Context: an optimization exercise on an open-source flow, tuned for small area and a short achievable clock period. The choices shown serve that exercise and are no tape-out recipe.
In this exercise RTL edits were held to simulation tests only and were not proved equivalent to the original.

Setup of rev 12:
==> flow/design.v <==
package panda_pkg;
  typedef enum logic [3:0] {
    ALU_ADD,
    ALU_SUB,
    ALU_AND,
    ALU_OR,
    ALU_XOR,
    ALU_SLL,
    ALU_SRL,
    ALU_SRA,
    ALU_EQ,
    ALU_NE,
    ALU_LT,
    ALU_LTU,
    ALU_GE,
    ALU_GEU
  } alu_operator_e;
  typedef enum logic [6:0] {
    OPCODE_LOAD     = 7'b0000011,
    OPCODE_MISC_MEM = 7'b0001111,
    OPCODE_OP_IMM   = 7'b0010011,
    OPCODE_AUIPC    = 7'b0010111,
    OPCODE_STORE    = 7'b0100011,
    OPCODE_OP       = 7'b0110011,
    OPCODE_LUI      = 7'b0110111,
    OPCODE_BRANCH   = 7'b1100011,
    OPCODE_JALR     = 7'b1100111,
    OPCODE_JAL      = 7'b1101111,
    OPCODE_SYSTEM   = 7'b1110011
  } opcode_e;
endpackage
module panda_adder #(
  parameter int unsigned Width = 32
) (
  input  logic [Width-1:0] operand_a_i,
  input  logic [Width-1:0] operand_b_i,
  input  logic             subtract_i,
  output logic [Width-1:0] result_o
);
  logic [Width:0] operand_a_ext;
  logic [Width:0] operand_b_ext;
  logic [Width:0] result_ext;
  assign operand_a_ext = {operand_a_i, 1'b1};
  assign operand_b_ext = {operand_b_i ^ {Width{subtract_i}}, subtract_i};
  assign result_ext    = $unsigned(operand_a_ext) + $unsigned(operand_b_ext);
  assign result_o      = result_ext[Width:1];
endmodule
module panda_comparator_sub #(
  parameter int unsigned Width = 32
) (
  input  logic [Width-1:0] sub_result_i,  
  input  logic             msb_a_i,       
  input  logic             msb_b_i,       
  input  logic             sign_i,        
  output logic             is_equal_o,    
  output logic             is_less_o      
);
  assign is_equal_o = sub_result_i == {Width{1'b0}};
  always_comb begin
    if (msb_a_i ^ msb_b_i) begin
      is_less_o = msb_b_i ^ sign_i;
    end else begin
      is_less_o = sub_result_i[Width-1];
    end
  end
endmodule
module panda_shifter (
  input  logic        arithmetic_i,
  input  logic [31:0] operand_i,
  input  logic [ 4:0] amount_i,
  output logic [31:0] left_o,
  output logic [31:0] right_o
);
  logic fill;
  assign fill = arithmetic_i & operand_i[31];
  logic [31:0] l [6];
  logic [31:0] r [6];
  assign l[0] = operand_i;
  assign r[0] = operand_i;
  for (genvar s = 0; s < 5; s++) begin : g_stage
    assign l[s+1] = amount_i[s] ? {l[s][31-(1<<s):0], {(1<<s){1'b0}}} : l[s];
    assign r[s+1] = amount_i[s] ? {{(1<<s){fill}}, r[s][31:(1<<s)]} : r[s];
  end
  assign left_o  = l[5];
  assign right_o = r[5];
endmodule
module panda_alu (
  input  logic [ 3:0] operator_i,
  input  logic [31:0] operand_a_i,
  input  logic [31:0] operand_b_i,
  output logic [31:0] result_o
);
  logic [3:0] op;
  assign op = operator_i;
  logic adder_sub;
  assign adder_sub = (op == panda_pkg::ALU_SUB) | op[3];
  logic [31:0] bx, p, g;
  assign bx = operand_b_i ^ {32{adder_sub}};
  assign p  = operand_a_i ^ bx;
  assign g  = operand_a_i & bx;
  logic [32:0] gs [6];
  logic [32:0] ps [6];
  assign gs[0] = {g, adder_sub};
  assign ps[0] = {p, 1'b0};
  for (genvar l = 0; l < 5; l++) begin : g_lvl
    for (genvar i = 0; i < 33; i++) begin : g_bit
      if (i >= (1 << l)) begin : g_node
        assign gs[l+1][i] = gs[l][i] | (ps[l][i] & gs[l][i-(1<<l)]);
        assign ps[l+1][i] = ps[l][i] & ps[l][i-(1<<l)];
      end else begin : g_pass
        assign gs[l+1][i] = gs[l][i];
        assign ps[l+1][i] = ps[l][i];
      end
    end
  end
  logic [31:0] sum;
  logic        carry;
  assign sum   = p ^ gs[5][31:0];
  assign carry = gs[5][32] | (ps[5][32] & gs[5][0]);
  logic is_equal, is_less_u, is_less_s, cmp_result;
  assign is_equal  = &p;
  assign is_less_u = ~carry;
  assign is_less_s = is_less_u ^ operand_a_i[31] ^ operand_b_i[31];
  always_comb begin
    unique case (op[2:0])
      3'd0:    cmp_result = is_equal;
      3'd1:    cmp_result = ~is_equal;
      3'd2:    cmp_result = is_less_s;
      3'd3:    cmp_result = is_less_u;
      3'd4:    cmp_result = ~is_less_s;
      3'd5:    cmp_result = ~is_less_u;
      default: cmp_result = 1'b0;
    endcase
  end
  logic        fill;
  logic [31:0] shl [6];
  logic [31:0] shr [6];
  assign fill   = (op == panda_pkg::ALU_SRA) & operand_a_i[31];
  assign shl[0] = operand_a_i;
  assign shr[0] = operand_a_i;
  for (genvar s = 0; s < 5; s++) begin : g_shift
    assign shl[s+1] = operand_b_i[s] ? {shl[s][31-(1<<s):0], {(1<<s){1'b0}}} : shl[s];
    assign shr[s+1] = operand_b_i[s] ? {{(1<<s){fill}}, shr[s][31:(1<<s)]} : shr[s];
  end
  logic [31:0] shift_left, shift_right;
  assign shift_left  = shl[5];
  assign shift_right = shr[5];
  logic op_add, op_and, op_or, op_xor, op_sll, op_sr, op_cmp;
  assign op_add   = (op == panda_pkg::ALU_ADD) | (op == panda_pkg::ALU_SUB);
  assign op_and   = op == panda_pkg::ALU_AND;
  assign op_or    = op == panda_pkg::ALU_OR;
  assign op_xor   = op == panda_pkg::ALU_XOR;
  assign op_sll   = op == panda_pkg::ALU_SLL;
  assign op_sr    = (op == panda_pkg::ALU_SRL) | (op == panda_pkg::ALU_SRA);
  assign op_cmp   = op[3] & ~(op[2] & op[1]);
  assign result_o = ({32{op_add}}   & sum)          |
                    ({32{op_and}}   & g)            |
                    ({32{op_or}}    & (g | p))      |
                    ({32{op_xor}}   & p)            |
                    ({32{op_sll}}   & shift_left)   |
                    ({32{op_sr}}    & shift_right)  |
                    {31'b0, op_cmp & cmp_result};
endmodule
module panda_rf_read #(
  parameter int N = 32
) (
  input  logic [N-1:0]       sel_i,
  input  logic [N-1:0][31:0] data_i,
  output logic [31:0]        data_o
);
  always_comb begin
    data_o = '0;
    for (int i = 0; i < N; i++) begin
      data_o = data_o | ({32{sel_i[i]}} & data_i[i]);
    end
  end
endmodule
module panda_exec (
  input  logic        clk_i,
  input  logic        rst_ni,
  input  logic [ 3:0] operator_i,
  input  logic [ 4:0] rs1_addr_i,
  input  logic [ 4:0] rs2_addr_i,
  input  logic [ 4:0] rd_addr_i,
  input  logic        rd_we_i,
  input  logic        use_imm_i,
  input  logic [31:0] imm_i,
  output logic [31:0] result_o
);
  logic [31:0]       operand_a;
  logic [31:0]       operand_b;
  logic [31:0]       alu_result;
  logic [31:0]       result_q;
  logic [31:1][31:0] regs_q;
  logic [31:1]       valid_q;    
  logic [31:1]       pend_q;     
  logic [31:1]       ready;      
  logic [ 4:0]       wr_addr_q;
  logic              wr_en_q;
  always_ff @(posedge clk_i or negedge rst_ni) begin
    if (~rst_ni) begin
      pend_q  <= '0;
      valid_q <= '0;
      wr_en_q <= 1'b0;
    end else begin
      for (int i = 1; i < 32; i++) begin
        pend_q[i] <= rd_we_i & (rd_addr_i == i);
      end
      valid_q <= valid_q | pend_q;
      wr_en_q <= rd_we_i & (rd_addr_i != 5'd0);
    end
  end
  always_ff @(posedge clk_i) begin
    wr_addr_q <= rd_addr_i;
  end
  always_ff @(posedge clk_i) begin
    for (int i = 1; i < 32; i++) begin
      if (pend_q[i]) begin
        regs_q[i] <= result_q;
      end
    end
  end
  assign ready = valid_q & ~pend_q;
  logic [31:1] sel1, sel2;
  logic        byp1, byp2;
  for (genvar i = 1; i < 32; i++) begin : g_sel
    assign sel1[i] = (rs1_addr_i == i) & ready[i];
    assign sel2[i] = (rs2_addr_i == i) & ready[i] & ~use_imm_i;
  end
  assign byp1 = wr_en_q & (rs1_addr_i == wr_addr_q);
  assign byp2 = wr_en_q & (rs2_addr_i == wr_addr_q) & ~use_imm_i;
  panda_rf_read #(.N(32)) i_read_a (
    .sel_i ({sel1, byp1}),
    .data_i({regs_q, result_q}),
    .data_o(operand_a)
  );
  panda_rf_read #(.N(33)) i_read_b (
    .sel_i ({sel2, byp2, use_imm_i}),
    .data_i({regs_q, result_q, imm_i}),
    .data_o(operand_b)
  );
  panda_alu i_alu (
    .operator_i (operator_i),
    .operand_a_i(operand_a ),
    .operand_b_i(operand_b ),
    .result_o   (alu_result)
  );
  always_ff @(posedge clk_i or negedge rst_ni) begin
    if (~rst_ni) begin
      result_q <= '0;
    end else begin
      result_q <= alu_result;
    end
  end
  assign result_o = result_q;
endmodule
clock: 7.5 ns
lec_check: 0
cap_margin: 20
core_margin: 2
core_utilization: 40
cts_cluster_diameter: 80
cts_cluster_size: 24
gpl_timing_driven: 0
setup_slack_margin: 3.0
slew_margin: 20
synth_hierarchical: 1
tns_end_percent: 10
run.sh (not shown) runs the stock make flow with config.mk's settings and CLKGATE_MAP_FILE= SYNTH_SCRIPT=/design/flow/synth_recipe.tcl, a recipe that flattens the netlist after the stock synthesis.
The following lists how rev 13 was set up differently from rev 12:
-- flow/config.mk --
<<< rev 12, line 10
export CORE_UTILIZATION = 40
>>> rev 13, line 10
export CORE_UTILIZATION = 50
<<< rev 12, line 13
export GPL_TIMING_DRIVEN = 0
>>> rev 13, line 13
export PLACE_DENSITY = 0.75
Notes after the runs:
Rev 13: flow completed, timing, DRC and antenna clean. Compare rev 13 and rev 12 | sequential share of layout area higher: rev 12. Rev 12 reports its launch point of the worst path as rs1_addr_i[2] while rev 13 reports pend_q[4]$_DFF_PN0_. Going from rev 12 to rev 13, peak supply drop went down by about 12%; actual slew at the worst max-slew pin went down by 0.17 ns; total length of routed wires went down by 55 mm. Post-route clock skew (lower): rev 13.

========
== v6 ==
Another version of the RTL of panda_exec (not shown whole).
Size: about 87 I/O pins.
make LEC_CHECK=0 CAP_MARGIN=20 CORE_MARGIN=2 CORE_UTILIZATION=40 CTS_CLUSTER_DIAMETER=80 CTS_CLUSTER_SIZE=24 GPL_ROUTABILITY_DRIVEN=0 SETUP_SLACK_MARGIN=3.0 SLEW_MARGIN=20 SYNTH_HIERARCHICAL=1 TNS_END_PERCENT=10 finish   # period 7.5 ns
Per the final summary, v6 finished and its layout is clean on timing, DRC and antenna.
Here is what was changed in the inputs of v7 compared with v6.
- GPL_ROUTABILITY_DRIVEN removed (was 0)
## What came out
- The run with more setup slack is v6; v7 has less.
- Worst setup path endpoint: result_q[31] -> v7, result_q[6] -> v6
- Per the comparison of v7 with v6, worst hold margin higher; required time of the critical path roughly the same.

## port drivers added, routing unchanged
The results above use ideal ports. As a check the final layouts listed here were re-extracted and re-timed, cells and wires unchanged. Step 1 sets driving cells, clkbuf_16 on the clock port and buf_2 on the other inputs (assumed; they add their load-dependent delay and slew). Step 2 also shifts input and output timing later by t, the mid clock arrival at the registers, as if the neighbouring blocks saw the same clock. Three values: no drivers, after step 1, after step 2; two values: the first two.
run | shift t [ns] | slack for setup (ns) | hold slack, ns | pins driven straight from the clock port
rev 12 | 0.822 | 1.260 / 1.279 / 0.457 | 0.474 / 0.474 / 0.474 | 1
rev 13 | 0.768 | 2.214 / 2.214 / 1.507 | 0.473 / 0.473 / 0.473 | 1
v6 | 0.789 | 2.901 / 2.746 / 1.957 | 0.514 / 0.514 / 0.514 | 1
v7 | 0.788 | 2.741 / 2.634 / 1.846 | 0.531 / 0.531 / 0.531 | 1
After both steps every run listed still meets setup and hold. For v6, which loses most, drivers alone change the setup slack by -0.155 ns; drivers and shift together by -0.944 ns.
